Source: an optimization exercise on an open RTL-to-GDS flow (aim: small area). Production flows keep margins and buffers that such runs may drop.
Only simulation tests tie the RTL to the original design; equivalence was not proved.
Power is estimated from default activity; no workload was simulated.

## flow/design.v (module list and top-level ports; edited modules follow where they fit)
// module distance_counter: 72 lines
// module distance_digit: 47 lines
// module glyph_rom: 873 lines
// module distance_block: 52 lines
module distance_block (
  input  logic        clk,
  input  logic        resetN,
  input  logic [10:0] offsetX,
  input  logic [10:0] offsetY,
  input  logic        InsideRectangle,
  input  logic        load_en,
  input  logic        count_en,
  input  logic        slow_pulse,
  input  logic        up_is_pressed,
  input  logic        player_move,
  input  logic        restart_enable,
  input  logic        enter_is_pressed,
  output logic [3:0]  thousands,
  output logic [3:0]  hundreds,
  output logic [3:0]  tens,
  output logic [3:0]  units,
  output logic        dist_end,
  output logic        drawingRequest,
  output logic [7:0]  RGBout
);
  // ...
==> flow/flow/run.sh <==
#!/bin/bash
# Layout flow: the standard flow (standard.sh), with one change in
# synthesis: ORFS's synth.tcl maps the logic with flow/abc_map.script (an
# area-only ABC mapping) instead of ORFS's abc_area/abc_speed script.
# Everything else -- the synthesis passes, register mapping, flattening,
# renaming, floorplan, placement, CTS, routing -- is the standard flow.
set -euo pipefail
HERE=$(pwd)

# ORFS's synth.tcl with the ABC call pointed at our script
sed 's|log_cmd abc {\*}$abc_args|log_cmd abc -script '"$HERE"'/flow/abc_map.script {*}[lrange $abc_args 2 end]|' \
  "$FLOW_HOME/scripts/synth.tcl" > "$HERE/flow_synth.tcl"
grep -q 'flow/abc_map.script' "$HERE/flow_synth.tcl"

# The standard flow's synthesis script, sourcing that copy
sed 's|\$::env(SCRIPTS_DIR)/synth.tcl|'"$HERE"'/flow_synth.tcl|' synth_recipe.tcl > "$HERE/flow_synth_recipe.tcl"
grep -q 'flow_synth.tcl' "$HERE/flow_synth_recipe.tcl"

bash standard.sh SYNTH_SCRIPT="$HERE/flow_synth_recipe.tcl" finish > "$HERE/flow_make.log" 2>&1
==> flow/flow/abc_map.script <==
strash
dch -f
map -a
topo
==> flow/standard.sh <==
#!/bin/bash
# synth_recipe.tcl (not shown) runs the flow's synth.tcl, then flattens the netlist and writes it again
# the make line also repeats each setting of config.mk as NAME=value (left out here)
make -C /OpenROAD-flow-scripts/flow DESIGN_CONFIG=/design/flow/config.mk WORK_HOME=/design/flow/orfs CLKGATE_MAP_FILE= SYNTH_SCRIPT=/design/flow/synth_recipe.tcl "${@:-finish}"
==> flow/config.mk <==
export PLATFORM = sky130hd
export DESIGN_NAME = distance_block
export DESIGN_NICKNAME = distance_block
export VERILOG_FILES = /design/flow/design.v
export SDC_FILE = /design/flow/constraint.sdc
export NUM_CORES = 4
export LEC_CHECK = 0
export ABC_AREA = 1
export CAP_MARGIN = 20
export CORE_MARGIN = 2
export CORE_UTILIZATION = 70
export SLEW_MARGIN = 20
==> flow/constraint.sdc <==
create_clock -name core_clock -period 50.0 [get_ports {clk}]
set_input_delay 10.0000 -clock core_clock [delete_from_list [all_inputs] [get_ports {clk}]]
set_output_delay 10.0000 -clock core_clock [all_outputs]
set_load 0.01 [all_outputs]
==> impl_metrics.toml, run 1 <==
[cts]
h-tree-depth = 1
cts_buffers = 3
hold_buffers = 0
clockBufferDepth = 2
cts.sinks = 15
cts_setup_buffers = 0
post_cts_resized = 0

[outcome]
status = "did not finish"
stop_stage = "5_1_grt"
error_message = "[ERROR GRT-0116] Global routing finished with congestion. Check the congestion regions in the DRC Viewer."

[global_routing]
grt_use_met3_pct = 45.11
grt_pass1_wl_um = 27680
grt_overflow = 1
globalRouteMet2Util_pct = 83.48
grtUsageMet1_pct = 67.95
grt_max_degree = 25
grt_pass1_vias = 5439

[synth]
synth_common_cells = "nor2_1 (124), clkinv_1 (102), o21ai_0 (71), nand2_1 (70), a21oi_1 (68)"
yosysMostFrequentCell = "nor2_1"
synth-compound-area-share_pct = 35.19
yosysUniqueCellTypes = 36
ys_top_cells_by_area = "nor2_1 (13%), clkinv_1 (11%), o21ai_0 (9.9%), dfrtp_1 (9.7%), a21oi_1 (9.5%)"
ys_seq_elements = 15
synth_top_area_share_pct = 12.93
synth.area.mux_share_pct = 0
ys_seq_area_share_pct = 10.47
synth_area_per_cell_sq_um = 5.588
synth_cells = 644
yosys.area.top_type = "nor2_1"
yosys.area_share.simple_pct = 32.02
synthFlopType = "dfrtp_1"
synth-edff-count = 0
yosysWarnings = 2
async_reset_ff_share_pct = 100.0

[floorplan]
io_pins = 58
fp.dieW_um = 75.70
die_h_um = 75.70

[place]
dp_hpwl_um = 11580
==> module distance_counter, before the edit <==
module distance_counter (
  input  logic clk,
  input  logic resetN,
  input  logic one_sec,
  input  logic load_en,
  input  logic count_en,
  input  logic slow_pulse,
  input  logic up_is_pressed,
  input  logic player_move,
  input  logic restart_enable,
  input  logic enter_is_pressed,
  output logic [3:0] thousands,
  output logic [3:0] hundreds,
  output logic [3:0] tens,
  output logic [3:0] units,
  output logic dist_end
);
  logic       m;
  logic [3:0] h, t, u;
  logic u_zero, t_zero, h_zero;
  logic le0, dec10, dec1, borrow_t, borrow_h;
  logic [3:0] u_dec, t_dec, h_dec;
  assign u_zero = (u == 4'd0);
  assign t_zero = (t == 4'd0);
  assign h_zero = (h == 4'd0);
  assign le0   = m ? !u_zero : (h_zero & t_zero & u_zero);
  assign dec10 = slow_pulse & count_en & player_move & enter_is_pressed;
  assign dec1  = slow_pulse & count_en & player_move & up_is_pressed & !enter_is_pressed;
  assign borrow_t = dec10 | (dec1 & u_zero);
  assign borrow_h = borrow_t & t_zero;
  assign u_dec = u_zero ? 4'd9 : u - 4'd1;
  assign t_dec = t_zero ? 4'd9 : t - 4'd1;
  assign h_dec = m ? 4'd9 : h - 4'd1;
  always_ff @(posedge clk or negedge resetN) begin
    if (!resetN) begin
      m <= 1'b1;
      h <= 4'd0;
      t <= 4'd0;
      u <= 4'd0;
    end else if (le0) begin
      m <= 1'b1;
      h <= 4'd0;
      t <= 4'd0;
      u <= 4'd0;
    end else if (dec10 & !m & h_zero & t_zero) begin
      m <= 1'b1;
      u <= u + 4'd6;
    end else if (dec10 | dec1) begin
      m <= 1'b0;
      if (dec1) u <= u_dec;
      if (borrow_t) t <= t_dec;
      if (borrow_h) h <= h_dec;
    end else if (load_en) begin
      m <= 1'b1;
      h <= 4'd0;
      t <= 4'd0;
      u <= 4'd0;
    end
  end
  always_ff @(posedge clk or negedge resetN) begin
    if (!resetN)
      dist_end <= 1'b0;
    else if (restart_enable)
      dist_end <= 1'b0;
    else if (le0)
      dist_end <= 1'b1;
  end
  assign thousands = {3'b000, m & u_zero};
  assign hundreds  = h;
  assign tens      = t;
  assign units     = u;
endmodule
==> module distance_digit, before the edit <==
module distance_digit	(	
					input		logic	clk,
					input		logic	resetN,
					input 	logic	[10:0] offsetX, 
					input 	logic	[10:0] offsetY,
					input		logic	InsideRectangle,  
					input 	logic	[3:0] thousands,
					input 	logic	[3:0] hundreds,
					input 	logic	[3:0] tens,
					input 	logic	[3:0] units,
					output	logic	drawingRequest,  
					output	logic	[7:0]		RGBout
);
parameter  logic	[7:0] digit_color = 8'hff ;  
logic [3:0] digit, col;
logic       in_field, pixel;
always_comb begin
	in_field = 1'b1;
	digit    = thousands;
	col      = offsetX[3:0];
	if (offsetX < 11'd16) begin
		digit = thousands;
		col   = offsetX[3:0];
	end else if (offsetX > 11'd21 && offsetX < 11'd38) begin
		digit = hundreds;
		col   = offsetX[3:0] + 4'd10;    
	end else if (offsetX > 11'd43 && offsetX < 11'd59) begin
		digit = tens;
		col   = offsetX[3:0] + 4'd4;     
	end else if (offsetX > 11'd64 && offsetX < 11'd80) begin
		digit = units;
		col   = offsetX[3:0] + 4'd15;    
	end else
		in_field = 1'b0;
end
glyph_rom u_rom (.addr({digit, offsetY[4:0], col}), .pixel(pixel));
always_ff@(posedge clk or negedge resetN)
begin
	if(!resetN) begin
		drawingRequest <=	1'b0;
	end
	else begin
		drawingRequest <= InsideRectangle & in_field & pixel;
	end 
end
assign RGBout = digit_color ;  
endmodule
==> run 2: changes to the inputs <==
--- a/flow/design.v
+++ b/flow/design.v
@@ -1,74 +1,633 @@
-module distance_counter (
-  input  logic clk,
-  input  logic resetN,
-  input  logic one_sec,
-  input  logic load_en,
-  input  logic count_en,
-  input  logic slow_pulse,
-  input  logic up_is_pressed,
-  input  logic player_move,
-  input  logic restart_enable,
-  input  logic enter_is_pressed,
-  output logic [3:0] thousands,
-  output logic [3:0] hundreds,
-  output logic [3:0] tens,
-  output logic [3:0] units,
-  output logic dist_end
-);
-  logic       m;
-  logic [3:0] h, t, u;
-  logic u_zero, t_zero, h_zero;
-  logic le0, dec10, dec1, borrow_t, borrow_h;
-  logic [3:0] u_dec, t_dec, h_dec;
-  assign u_zero = (u == 4'd0);
-  assign t_zero = (t == 4'd0);
-  assign h_zero = (h == 4'd0);
-  assign le0   = m ? !u_zero : (h_zero & t_zero & u_zero);
-  assign dec10 = slow_pulse & count_en & player_move & enter_is_pressed;
-  assign dec1  = slow_pulse & count_en & player_move & up_is_pressed & !enter_is_pressed;
-  assign borrow_t = dec10 | (dec1 & u_zero);
-  assign borrow_h = borrow_t & t_zero;
-  assign u_dec = u_zero ? 4'd9 : u - 4'd1;
-  assign t_dec = t_zero ? 4'd9 : t - 4'd1;
-  assign h_dec = m ? 4'd9 : h - 4'd1;
-  always_ff @(posedge clk or negedge resetN) begin
-    if (!resetN) begin
-      m <= 1'b1;
-      h <= 4'd0;
-      t <= 4'd0;
-      u <= 4'd0;
-    end else if (le0) begin
-      m <= 1'b1;
-      h <= 4'd0;
-      t <= 4'd0;
-      u <= 4'd0;
-    end else if (dec10 & !m & h_zero & t_zero) begin
-      m <= 1'b1;
-      u <= u + 4'd6;
-    end else if (dec10 | dec1) begin
-      m <= 1'b0;
-      if (dec1) u <= u_dec;
-      if (borrow_t) t <= t_dec;
-      if (borrow_h) h <= h_dec;
-    end else if (load_en) begin
-      m <= 1'b1;
-      h <= 4'd0;
-      t <= 4'd0;
-      u <= 4'd0;
-    end
-  end
-  always_ff @(posedge clk or negedge resetN) begin
-    if (!resetN)
-      dist_end <= 1'b0;
-    else if (restart_enable)
-      dist_end <= 1'b0;
-    else if (le0)
-      dist_end <= 1'b1;
-  end
-  assign thousands = {3'b000, m & u_zero};
-  assign hundreds  = h;
-  assign tens      = t;
-  assign units     = u;
+module distance_counter(clk, resetN, one_sec, load_en, count_en, slow_pulse, up_is_pressed, player_move, restart_enable, enter_is_pressed, thousands, hundreds, tens, units, dist_end);
+  input clk;
+  wire clk;
+  input resetN;
+  wire resetN;
+  input one_sec;
+  wire one_sec;
+  input load_en;
+  wire load_en;
+  input count_en;
+  wire count_en;
+  input slow_pulse;
+  wire slow_pulse;
+  input up_is_pressed;
+  wire up_is_pressed;
+  input player_move;
+  wire player_move;
+  input restart_enable;
+  wire restart_enable;
+  input enter_is_pressed;
+  wire enter_is_pressed;
+  output [3:0] thousands;
+  wire [3:0] thousands;
+  output [3:0] hundreds;
+  reg [3:0] hundreds;
+  output [3:0] tens;
+  reg [3:0] tens;
+  output [3:0] units;
+  reg [3:0] units;
+  output dist_end;
+  reg dist_end;
+  wire _000_;
+  wire _001_;
+  wire _002_;
+  wire _003_;
+  wire _004_;
+  wire _005_;
+  wire _006_;
+  wire _007_;
+  wire _008_;
+  wire _009_;
+  wire _010_;
+  wire _011_;
+  wire _012_;
+  wire _013_;
+  wire _014_;
+  wire _015_;
+  wire _016_;
+  wire _017_;
+  wire _018_;
+  wire _019_;
+  wire _020_;
+  wire _021_;
+  wire _022_;
+  wire _023_;
+  wire _024_;
+  wire _025_;
+  wire _026_;
+  wire _027_;
+  wire _028_;
+  wire _029_;
+  wire _030_;
+  wire _031_;
+  wire _032_;
+  wire _033_;
+  wire _034_;
+  wire _035_;
+  wire _036_;
+  wire _037_;
+  wire _038_;
+  wire _039_;
+  wire _040_;
+  wire _041_;
+  wire _042_;
+  wire _043_;
+  wire _044_;
+  wire _045_;
+  wire _046_;
+  wire _047_;
+  wire _048_;
+  wire _049_;
+  wire _050_;
+  wire _051_;
+  wire _052_;
+  wire _053_;
+  wire _054_;
+  wire _055_;
+  wire _056_;
+  wire _057_;
+  wire _058_;
+  wire _059_;
+  wire _060_;
+  wire _061_;
+  wire _062_;
+  wire _063_;
+  wire _064_;
+  wire _065_;
+  wire _066_;
+  wire _067_;
+  wire _068_;
+  wire _069_;
+  wire _070_;
+  wire _071_;
+  wire _072_;
+  wire _073_;
+  wire _074_;
+  wire _075_;
+  wire _076_;
+  wire _077_;
+  wire _078_;
+  wire _079_;
+  wire _080_;
+  wire _081_;
+  wire _082_;
+  wire _083_;
+  wire _084_;
+  wire _085_;
+  wire _086_;
+  wire _087_;
+  wire _088_;
+  wire _089_;
+  wire _090_;
+  wire _091_;
+  wire _092_;
+  wire _093_;
+  wire _094_;
+  wire _095_;
+  wire _096_;
+  wire _097_;
+  wire _098_;
+  wire _099_;
+  wire _100_;
+  wire _101_;
+  wire _102_;
+  wire _103_;
+  wire _104_;
+  wire _105_;
+  wire _106_;
+  wire _107_;
+  wire _108_;
+  wire _109_;
+  wire _110_;
+  wire _111_;
+  wire _112_;
+  wire _113_;
+  wire _114_;
+  wire _115_;
+  wire _116_;
+  wire _117_;
+  wire _118_;
+  wire _119_;
+  wire _120_;
+  wire _121_;
+  wire _122_;
+  wire _123_;
+  wire _124_;
+  wire _125_;
+  wire _126_;
+  wire _127_;
+  wire _128_;
+  wire _129_;
+  wire _130_;
+  wire _131_;
+  wire _132_;
+  wire _133_;
+  wire _134_;
+  wire _135_;
+  wire _136_;
+  wire _137_;
+  wire _138_;
+  wire _139_;
+  wire _140_;
+  wire _141_;
+  wire _142_;
+  wire _143_;
+  wire _144_;
+  wire _145_;
+  wire _146_;
+  wire _147_;
+  wire _148_;
+  wire _149_;
+  wire _150_;
+  wire _151_;
+  wire _152_;
+  wire _153_;
+  wire _154_;
+  wire _155_;
+  wire _156_;
+  wire _157_;
+  wire _158_;
+  wire _159_;
+  wire _160_;
+  wire _161_;
+  wire _162_;
+  wire _163_;
+  wire _164_;
+  wire _165_;
+  wire _166_;
+  wire _167_;
+  wire _168_;
+  wire _169_;
+  wire _170_;
+  wire _171_;
+  wire _172_;
+  wire _173_;
+  wire _174_;
+  wire _175_;
+  wire _176_;
+  wire _177_;
+  wire _178_;
+  wire _179_;
+  wire _180_;
+  wire _181_;
+  wire _182_;
+  wire _183_;
+  wire _184_;
+  wire _185_;
+  wire _186_;
+  wire _187_;
+  wire _188_;
+  wire _189_;
+  wire _190_;
+  wire _191_;
+  wire _192_;
+  wire _193_;
+  wire _194_;
+  wire _195_;
+  wire _196_;
+  wire _197_;
+  wire _198_;
+  reg m_n;
+  wire n0;
+  wire n1;
+  wire n10;
+  wire n11;
+  wire n12;
+  wire n13;
+  wire n14;
+  wire n15;
+  wire n16;
+  wire n17;
+  wire n18;
+  wire n19;
+  wire n2;
+  wire n20;
+  wire n21;
+  wire n22;
+  wire n23;
+  wire n24;
+  wire n25;
+  wire n26;
+  wire n27;
+  wire n28;
+  wire n29;
+  wire n3;
+  wire n30;
+  wire n31;
+  wire n32;
+  wire n33;
+  wire n34;
+  wire n35;
+  wire n36;
+  wire n37;
+  wire n38;
+  wire n39;
+  wire n4;
+  wire n40;
+  wire n41;
+  wire n42;
+  wire n43;
+  wire n44;
+  wire n45;
+  wire n46;
+  wire n47;
+  wire n48;
+  wire n49;
+  wire n5;
+  wire n50;
+  wire n51;
+  wire n52;
+  wire n53;
+  wire n54;
+  wire n55;
+  wire n56;
+  wire n57;
+  wire n58;
+  wire n59;
+  wire n6;
+  wire n60;
+  wire n61;
+  wire n62;
+  wire n63;
+  wire n64;
+  wire n65;
+  wire n66;
+  wire n67;
+  wire n68;
+  wire n69;
+  wire n7;
+  wire n70;
+  wire n71;
+  wire n72;
+  wire n73;
+  wire n74;
+  wire n75;
+  wire n76;
+  wire n77;
+  wire n8;
+  wire n9;
+  always @(posedge clk, negedge resetN)
+    if (!resetN) units[1] <= 1'h0;
+    else units[1] <= n42;
+  always @(posedge clk, negedge resetN)
+    if (!resetN) units[2] <= 1'h0;
+    else units[2] <= n36;
+  always @(posedge clk, negedge resetN)
+    if (!resetN) units[3] <= 1'h0;
+    else units[3] <= n7;
+  always @(posedge clk, negedge resetN)
+    if (!resetN) units[0] <= 1'h0;
+    else units[0] <= n70;
+  always @(posedge clk, negedge resetN)
+    if (!resetN) dist_end <= 1'h0;
+    else dist_end <= n11;
+  always @(posedge clk, negedge resetN)
+    if (!resetN) hundreds[0] <= 1'h0;
+    else hundreds[0] <= n57;
+  always @(posedge clk, negedge resetN)
+    if (!resetN) hundreds[1] <= 1'h0;
+    else hundreds[1] <= n60;
+  always @(posedge clk, negedge resetN)
+    if (!resetN) hundreds[2] <= 1'h0;
+    else hundreds[2] <= n49;
+  always @(posedge clk, negedge resetN)
+    if (!resetN) hundreds[3] <= 1'h0;
+    else hundreds[3] <= n56;
+  always @(posedge clk, negedge resetN)
+    if (!resetN) m_n <= 1'h0;
+    else m_n <= n13;
+  always @(posedge clk, negedge resetN)
+    if (!resetN) tens[0] <= 1'h0;
+    else tens[0] <= n12;
+  always @(posedge clk, negedge resetN)
+    if (!resetN) tens[1] <= 1'h0;
+    else tens[1] <= n24;
+  always @(posedge clk, negedge resetN)
+    if (!resetN) tens[2] <= 1'h0;
+    else tens[2] <= n17;
+  always @(posedge clk, negedge resetN)
+    if (!resetN) tens[3] <= 1'h0;
+    else tens[3] <= n58;
+  assign n77 = _000_ & _001_;
+  assign _000_ = ~units[1];
+  assign _001_ = ~units[2];
+  assign n75 = ~n77;
+  assign _005_ = _002_ & _003_;
+  assign n72 = _005_ & _004_;
+  assign _002_ = ~units[0];
+  assign _003_ = ~units[3];
+  assign _004_ = ~n75;
+  assign n71 = ~n72;
+  assign thousands[0] = _006_ & _007_;
+  assign _006_ = ~m_n;
+  assign _007_ = ~n71;
+  assign n66 = ~m_n;
+  assign _008_ = up_is_pressed & count_en;
+  assign _009_ = _008_ & slow_pulse;
+  assign _010_ = _009_ & player_move;
+  assign _011_ = enter_is_pressed & count_en;
+  assign _012_ = _011_ & slow_pulse;
+  assign _013_ = _012_ & player_move;
+  assign n38 = _010_ | _013_;
+  assign n45 = _014_ | _015_;
+  assign _014_ = ~n71;
+  assign _015_ = ~n66;
+  assign n52 = _016_ & _017_;
+  assign _016_ = ~hundreds[3];
+  assign _017_ = ~n66;
+  assign n62 = _018_ & _019_;
+  assign _018_ = ~hundreds[1];
+  assign _019_ = ~hundreds[0];
+  assign n59 = ~n62;
+  assign n53 = _020_ & _021_;
+  assign _020_ = ~hundreds[2];
+  assign _021_ = ~n59;
+  assign _026_ = _022_ & _023_;
+  assign _027_ = _026_ & _024_;
+  assign n51 = _027_ & _025_;
+  assign _022_ = ~tens[2];
+  assign _023_ = ~tens[1];
+  assign _024_ = ~tens[0];
+  assign _025_ = ~tens[3];
+  assign _031_ = _028_ | _029_;
+  assign n46 = _031_ | _030_;
+  assign _028_ = ~n53;
+  assign _029_ = ~n52;
+  assign _030_ = ~n51;
+  assign _035_ = _032_ & _033_;
+  assign n43 = _035_ | _034_;
+  assign _032_ = ~n71;
+  assign _033_ = ~n46;
+  assign _034_ = ~n45;
+  assign n39 = ~n43;
+  assign n21 = _036_ | _037_;
+  assign _036_ = ~n39;
+  assign _037_ = ~n38;
+  assign n29 = ~enter_is_pressed;
+  assign _041_ = _038_ | _039_;
+  assign n27 = _041_ | _040_;
+  assign _038_ = ~n53;
+  assign _039_ = ~n52;
+  assign _040_ = ~n51;
+  assign n22 = _042_ & _043_;
+  assign _042_ = ~n29;
+  assign _043_ = ~n27;
+  assign n19 = _044_ & _045_;
+  assign _044_ = ~n22;
+  assign _045_ = ~n21;
+  assign n14 = ~n19;
+  assign n15 = load_en | n43;
+  assign _050_ = _046_ & _047_;
+  assign _051_ = _050_ & _048_;
+  assign n13 = _051_ | _049_;
+  assign _046_ = ~n66;
+  assign _047_ = ~n38;
+  assign _048_ = ~n15;
+  assign _049_ = ~n14;
+  assign _056_ = _052_ & _053_;
+  assign _057_ = _054_ & _055_;
+  assign n1 = _056_ | _057_;
+  assign _052_ = ~n29;
+  assign _053_ = ~n14;
+  assign _054_ = ~n71;
+  assign _055_ = ~n14;
+  assign n76 = _058_ | _059_;
+  assign _058_ = ~n1;
+  assign _059_ = ~n51;
+  assign n73 = _060_ & _061_;
+  assign _060_ = ~n66;
+  assign _061_ = ~n76;
+  assign n65 = ~n73;
+  assign n67 = ~hundreds[0];
+  assign n8 = _062_ & _063_;
+  assign _062_ = ~n67;
+  assign _063_ = ~n65;
+  assign n31 = ~n76;
+  assign n37 = _064_ | _065_;
+  assign _064_ = ~n15;
+  assign _065_ = ~n21;
+  assign n32 = ~n37;
+  assign n9 = _066_ & _067_;
+  assign _066_ = ~n32;
+  assign _067_ = ~n31;
+  assign _071_ = _068_ & _069_;
+  assign n61 = _071_ | _070_;
+  assign _068_ = ~n9;
+  assign _069_ = ~n8;
+  assign _070_ = ~hundreds[1];
+  assign _075_ = _072_ & _073_;
+  assign n60 = _075_ | _074_;
+  assign _072_ = ~n59;
+  assign _073_ = ~n65;
+  assign _074_ = ~n61;
+  assign _080_ = _076_ & _077_;
+  assign _081_ = _078_ & _079_;
+  assign n40 = _080_ | _081_;
+  assign _076_ = ~hundreds[0];
+  assign _077_ = ~n31;
+  assign _078_ = ~n37;
+  assign _079_ = ~n31;
+  assign n57 = _082_ & _083_;
+  assign _082_ = ~n40;
+  assign _083_ = ~n8;
+  assign n74 = _084_ & _085_;
+  assign _084_ = ~n32;
+  assign _085_ = ~n1;
+  assign _089_ = _086_ & _087_;
+  assign n4 = _089_ & _088_;
+  assign _086_ = ~tens[1];
+  assign _087_ = ~tens[0];
+  assign _088_ = ~n74;
+  assign n18 = ~n4;
+  assign _093_ = _090_ & _091_;
+  assign n20 = _093_ | _092_;
+  assign _090_ = ~tens[0];
+  assign _091_ = ~n74;
+  assign _092_ = ~tens[1];
+  assign _096_ = _094_ & n9;
+  assign _097_ = _095_ & n9;
+  assign n24 = _096_ | _097_;
+  assign _094_ = ~n18;
+  assign _095_ = ~n20;
+  assign n54 = _098_ & _099_;
+  assign _098_ = ~tens[2];
+  assign _099_ = ~n18;
+  assign n50 = _100_ | _101_;
+  assign _100_ = ~n37;
+  assign _101_ = ~tens[3];
+  assign _105_ = _102_ & _103_;
+  assign n58 = _105_ | _104_;
+  assign _102_ = ~n50;
+  assign _103_ = ~n54;
+  assign _104_ = ~n76;
+  assign n63 = _106_ & _107_;
+  assign _106_ = ~enter_is_pressed;
+  assign _107_ = ~n21;
+  assign n64 = ~units[0];
+  assign n69 = _108_ | _109_;
+  assign _108_ = ~n63;
+  assign _109_ = ~n64;
+  assign n68 = _110_ | _111_;
+  assign _110_ = ~n37;
+  assign _111_ = ~units[0];
+  assign _115_ = _112_ & _113_;
+  assign n70 = _115_ | _114_;
+  assign _112_ = ~n63;
+  assign _113_ = ~n68;
+  assign _114_ = ~n69;
+  assign _120_ = _116_ | _117_;
+  assign _121_ = _120_ | _118_;
+  assign n0 = _121_ | _119_;
+  assign _116_ = ~n39;
+  assign _117_ = ~n75;
+  assign _118_ = ~n38;
+  assign _119_ = ~n22;
+  assign _125_ = _122_ & _123_;
+  assign n2 = _125_ | _124_;
+  assign _122_ = ~n75;
+  assign _123_ = ~n69;
+  assign _124_ = ~n0;
+  assign n3 = ~units[3];
+  assign n6 = _126_ | _127_;
+  assign _126_ = ~n2;
+  assign _127_ = ~n3;
+  assign n5 = _128_ | _129_;
+  assign _128_ = ~n37;
+  assign _129_ = ~units[3];
+  assign _133_ = _130_ & _131_;
+  assign n7 = _133_ | _132_;
+  assign _130_ = ~n2;
+  assign _131_ = ~n5;
+  assign _132_ = ~n6;
+  assign n10 = _134_ & _135_;
+  assign _134_ = ~dist_end;
+  assign _135_ = ~n43;
+  assign n11 = _136_ & _137_;
+  assign _136_ = ~restart_enable;
+  assign _137_ = ~n10;
+  assign _139_ = n1 & _138_;
+  assign _140_ = n74 & tens[0];
+  assign n12 = _139_ | _140_;
+  assign _138_ = ~tens[0];
+  assign _144_ = _141_ | _142_;
+  assign n16 = _144_ | _143_;
+  assign _141_ = ~n18;
+  assign _142_ = ~tens[2];
+  assign _143_ = ~n37;
+  assign _149_ = _145_ & _146_;
+  assign _150_ = _149_ & _147_;
+  assign n17 = _150_ | _148_;
+  assign _145_ = ~tens[2];
+  assign _146_ = ~n50;
+  assign _147_ = ~n18;
+  assign _148_ = ~n16;
+  assign n26 = ~units[1];
+  assign n23 = _151_ & _152_;
+  assign _151_ = ~n38;
+  assign _152_ = ~n15;
+  assign _156_ = _153_ & _154_;
+  assign n25 = _156_ | _155_;
+  assign _153_ = ~n19;
+  assign _154_ = ~n23;
+  assign _155_ = ~n69;
+  assign n28 = _157_ | _158_;
+  assign _157_ = ~n25;
+  assign _158_ = ~n26;
+  assign n30 = ~n28;
+  assign n35 = _159_ & _160_;
+  assign _159_ = ~units[2];
+  assign _160_ = ~n30;
+  assign _165_ = _161_ & _162_;
+  assign _166_ = _163_ & _164_;
+  assign n33 = _165_ | _166_;
+  assign _161_ = ~n64;
+  assign _162_ = ~units[2];
+  assign _163_ = ~n3;
+  assign _164_ = ~units[2];
+  assign _170_ = _167_ & _168_;
+  assign n34 = _170_ | _169_;
+  assign _167_ = ~n33;
+  assign _168_ = ~n28;
+  assign _169_ = ~n37;
+  assign n36 = _171_ & _172_;
+  assign _171_ = ~n34;
+  assign _172_ = ~n35;
+  assign n41 = _173_ | _174_;
+  assign _173_ = ~n30;
+  assign _174_ = ~n74;
+  assign _178_ = _175_ & _176_;
+  assign n42 = _178_ | _177_;
+  assign _175_ = ~n26;
+  assign _176_ = ~n25;
+  assign _177_ = ~n41;
+  assign n44 = _179_ & _180_;
+  assign _179_ = ~n62;
+  assign _180_ = ~n65;
+  assign _184_ = _181_ & _182_;
+  assign n48 = _184_ | _183_;
+  assign _181_ = ~n9;
+  assign _182_ = ~n44;
+  assign _183_ = ~hundreds[2];
+  assign n47 = _185_ | _186_;
+  assign _185_ = ~n31;
+  assign _186_ = ~n53;
+  assign _190_ = _187_ & _188_;
+  assign n49 = _190_ | _189_;
+  assign _187_ = ~n66;
+  assign _188_ = ~n47;
+  assign _189_ = ~n48;
+  assign _194_ = _191_ | _192_;
+  assign n55 = _194_ | _193_;
+  assign _191_ = ~n47;
+  assign _192_ = ~hundreds[3];
+  assign _193_ = ~n37;
+  assign _198_ = _195_ & _196_;
+  assign n56 = _198_ | _197_;
+  assign _195_ = ~m_n;
+  assign _196_ = ~n76;
+  assign _197_ = ~n55;
+  assign thousands[3:1] = 3'h0;
 endmodule
 module distance_digit	(	
 					input		logic	clk,
@@ -84,26 +643,36 @@
 					output	logic	[7:0]		RGBout
 );
 parameter  logic	[7:0] digit_color = 8'hff ;  
+logic [2:0] x;
+logic [3:0] lo;
+logic [1:0] fs;
 logic [3:0] digit, col;
 logic       in_field, pixel;
+assign x  = offsetX[6:4];
+assign lo = offsetX[3:0];
 always_comb begin
-	in_field = 1'b1;
-	digit    = thousands;
-	col      = offsetX[3:0];
-	if (offsetX < 11'd16) begin
-		digit = thousands;
-		col   = offsetX[3:0];
-	end else if (offsetX > 11'd21 && offsetX < 11'd38) begin
-		digit = hundreds;
-		col   = offsetX[3:0] + 4'd10;    
-	end else if (offsetX > 11'd43 && offsetX < 11'd59) begin
-		digit = tens;
-		col   = offsetX[3:0] + 4'd4;     
-	end else if (offsetX > 11'd64 && offsetX < 11'd80) begin
-		digit = units;
-		col   = offsetX[3:0] + 4'd15;    
-	end else
-		in_field = 1'b0;
+	case (x)
+		3'd0:    fs = 2'd0;
+		3'd1:    fs = 2'd1;
+		3'd2:    fs = lo[3] ? 2'd2 : 2'd1;
+		3'd3:    fs = 2'd2;
+		default: fs = 2'd3;
+	endcase
+	case (x)
+		3'd0:    in_field = 1'b1;
+		3'd1:    in_field = (lo >= 4'd6);
+		3'd2:    in_field = (lo <= 4'd5) | (lo >= 4'd12);
+		3'd3:    in_field = (lo <= 4'd10);
+		3'd4:    in_field = (lo != 4'd0);
+		default: in_field = 1'b0;
+	endcase
+	in_field = in_field & (offsetX[10:7] == 4'd0);
+	case (fs)
+		2'd0: begin digit = thousands; col = lo;         end
+		2'd1: begin digit = hundreds;  col = lo + 4'd10; end
+		2'd2: begin digit = tens;      col = lo + 4'd4;  end
+		default: begin digit = units;  col = lo + 4'd15; end
+	endcase
 end
 glyph_rom u_rom (.addr({digit, offsetY[4:0], col}), .pixel(pixel));
 always_ff@(posedge clk or negedge resetN)
--- a/flow/config.mk
+++ b/flow/config.mk
@@ -8,5 +8,5 @@
 export ABC_AREA = 1
 export CAP_MARGIN = 20
 export CORE_MARGIN = 2
-export CORE_UTILIZATION = 70
+export CORE_UTILIZATION = 55
 export SLEW_MARGIN = 20
==> run 2 against run 1 <==
Net effect: the run now finishes clean; synthesized area shrank 2.9%; synthesized cell count is 2.8% lower.
==> impl_metrics.toml, run 2 <==
[outcome]
status = "complete, no violations"

[power]
combPwrFrac_pct = 73.8
peakVddDrop_v = 0.00003256
p_leak_nw = 1.472
p_switching_mw = 0.06062
power.internal_mw = 0.04481
power_density_mw_per_mm2 = 26.24
p_sw_share_pct = 57.50
power_frac_clock_pct = 9.8
seq_power_share_pct = 16.4

[sta]
hold_violations = 0
clock_skew_ps = 1.654
fmax_ghz = 0.06141
finalSetupTns_ps = 0
worst_pin_slew_ps = 919.5
setup_viol = 0
worst_slack_ps = 33720
rsz0062_at_grt = "no"
fin_crit_ps = 16280
slew_headroom_pct = 38.06
slew_violations = 0
finalCritPeriodShare_pct = 32.57

[critical_path]
cp-end-kind = "flip-flop"
worstPathRequired_ps = 50120
crit_path_start_kind = "input pin"
slowest_stage = "o21ai_0"
crit_type = "in2reg"
arrival_ps = 16410
crit_top_cell = "clkinv_1"
crit_path_max_incr_delay_ps = 730
cp_max_fo = 12

[global_routing]
track_usage_pct = 44.81
grt_overflow = 0
grt_antenna_before_repair = 0
grt_max_degree = 27
grt_pass1_wl_um = 25150
grt_pass1_vias = 4803

[drt]
drtPass1Iterations = 17
drc_errors = 0
vias = 5444
drt_iter0_markers = 1534
drt-total-wl_um = 16230
via_per_inst = 7.268
drtAntennaViolNets = 0
wl_per_cell_um = 21.66

[layout]
finalNetCount = 726
layout_common_cells = "nor2_1 (137), clkinv_1 (104), o21ai_0 (73)"
n_antenna_cell = 0
final_cells = 749
final_common_cell = "nor2_1"
largest_registers = "u_counter.hundreds x4, u_counter.tens x4, u_counter.units x4"
drive_gt1_share_pct = 2.083
synthToLayoutAreaGrowth_pct = 15.01

[cts]
h-tree-depth = 1
cts-root-buf = "clkbuf_8"
post_cts_resized = 0
clk_pin_slew_worst_paths_ps = 70
hold_buffers = 0
cts_buffers = 3
cts.sinks = 15
clockBufferDepth = 2
cts_setup_buffers = 0
cts_tree = "done"
worstSkewPairLatency_ps = 250

[place]
dp.cells = 745
place_ws_ps = 34000
gp_congestion = 1.263
placement.io_buffers = 40
dp_hpwl_um = 11980

[floorplan]
coreArea_sq_mm = 0.006241
num_rows = 29
io_pins = 58
dieArea_sq_mm = 0.007005
start_util_pct = 55.97
die_h_um = 83.70
fp.dieW_um = 83.70

[synth]
synth-edff-count = 0
yosysWarnings = 2
async_reset_ff_share_pct = 100.0
yosysUniqueCellTypes = 33
synth_top_area_share_pct = 14.72
synthFlopType = "dfrtp_1"
ys_top_cells_by_area = "nor2_1 (15%), clkinv_1 (11%), dfrtp_1 (11%), o21ai_0 (10%), a21oi_1 (8.3%)"
ys_seq_elements = 15
yosys.area.top_type = "nor2_1"
synth_common_cells = "nor2_1 (137), clkinv_1 (104), o21ai_0 (73), nand2_1 (61), a21oi_1 (58)"
synth_cells = 626
yosysMostFrequentCell = "nor2_1"
ys_seq_area_share_pct = 10.74
synth_area_per_cell_sq_um = 5.580
synthesis.area_sq_mm = 0.003493

[run]
cap_violations = 0

[hold_path]
hp-class = "reg2reg"
==> run 2: cell types whose count changed after synthesis, sizes merged, moves of 6 or more <==
cell,before,now
o22ai,9,3
nand2,70,61
nor4,6,13
nor3,32,22
nor2,124,137
a21oi,68,58
nand3,32,24
==> run 2: critical path, delay by kind of cell <==
kind | cells | cell delay, ps
buffers and inverters | 10 | 2420
AO/OA/AOI/OAI | 9 | 2240
AND/OR/NAND/NOR | 8 | 1720
==> run 2: final timing paths <==
check                                             start                               end  slack, ps  cells past startpoint
max                                          offsetX[6]  u_digit.drawingRequest$_DFF_PN0_      33720                     27
min                        u_counter.dist_end$_DFF_PN0_      u_counter.dist_end$_DFF_PN0_        510                      2
max reg2reg                 u_counter.tens[2]$_DFF_PN0_  u_digit.drawingRequest$_DFF_PN0_      47060                     10
min reg2reg                u_counter.dist_end$_DFF_PN0_      u_counter.dist_end$_DFF_PN0_        510                      2
max in group asynchronous                        resetN   u_counter.hundreds[3]$_DFF_PN0_      39420                      1
min in group asynchronous                        resetN   u_counter.hundreds[1]$_DFF_PN0_      10150                      1
==> run 2: logic make-up after synthesis <==
group / after synthesis / synth area share [%]
xor gates and xnor gates: 1 / 0.2508
other: 2 / 0.2150
adders and majority gates: 21 / 7.521
DFF: 15 / 10.74
and+or+nand+nor: 259 / 30.55
muxes: 1 / 0.2865
buffers and inverters: 119 / 14.40
AOI/OAI and AO/OA: 208 / 36.03
==> run 2: power groups by stage <==
stage | logic (mW) | registers [mW] | clock network, mW
finish | 0.0778 | 0.0173 | 0.0103
global route | 0.0821 | 0.0176 | 0.0109
CTS | 0.0722 | 0.0171 | 0.0102
detailed placement | 0.0717 | 0.0174 | 0
global placement | 0.0711 | 0.0172 | 0
floorplan | 0.0463 | 0.0173 | 0
==> run 2: final cells by class <==
cell class | instances | area (sq um)
clock buffer | 3 | 41.29
clock inverter | 1 | 5.005
fill | 595 | 2223
inverter | 104 | 390.4
multi-input combinational | 501 | 2649
sequential | 15 | 375.4
tap | 77 | 96.34
timing repair buffer | 48 | 460.4
==> run 2: per-stage QoR <==
stage | power, mW | area (sq um) | utilization (%) | hold WS, ps
3_5_place_dp | 0.08906 | 3971 | 63.63 | 502.1
4_1_cts | 0.09951 | 4018 | 64.37 | 516.9
3_3_place_gp | 0.08832 | 3971 | 63.63 | 487.1
6_report | 0.1054 | 4018 | 64.37 | 507.8
5_1_grt | 0.1105 | 4018 | 64.37 | 560.6
2_1_floorplan | 0.06368 | 3527 | - | 494.7
==> run 2: per-layer routing <==
| metal | share of wire [%] | routed length (um) | vias up | track usage [%] |
|---|---|---|---|---|
| met4 | 8.1 | 1322 | 2 | 18.77 |
| met2 | 38 | 6192 | 621 | 61.82 |
| li1 | - | - | 2268 | - |
| met1 | 35 | 5613 | 2336 | 58.66 |
| met3 | 19 | 3072 | 217 | 22.45 |
| met5 | 0.15 | 25 | - | 0 |

## separate check: timing with driven ports
Ports are ideal in the flow. The routed layout listed here was re-timed in OpenROAD.
Step 1, drivers: a clkbuf_16 drives clk and a buf_2 each remaining input, both assumed.
Step 2 moves the port delays by t, midway between the first and last clock arrival at a register: inputs arrive t later, outputs are due t later. That takes back most of the time a late clock gives input paths.
Slacks: ideal ports / drivers / drivers and shift; pairs: ideal ports / drivers.
run: run 2
t, ns: 0.274
setup slack, ns: 33.716 / 33.705 / 33.431
hold slack, ns: 0.508 / 0.508 / 0.508
After both steps run 2 still meets setup and hold. For run 2, drivers alone change the setup slack by -0.011 ns; drivers and shift together by -0.285 ns.
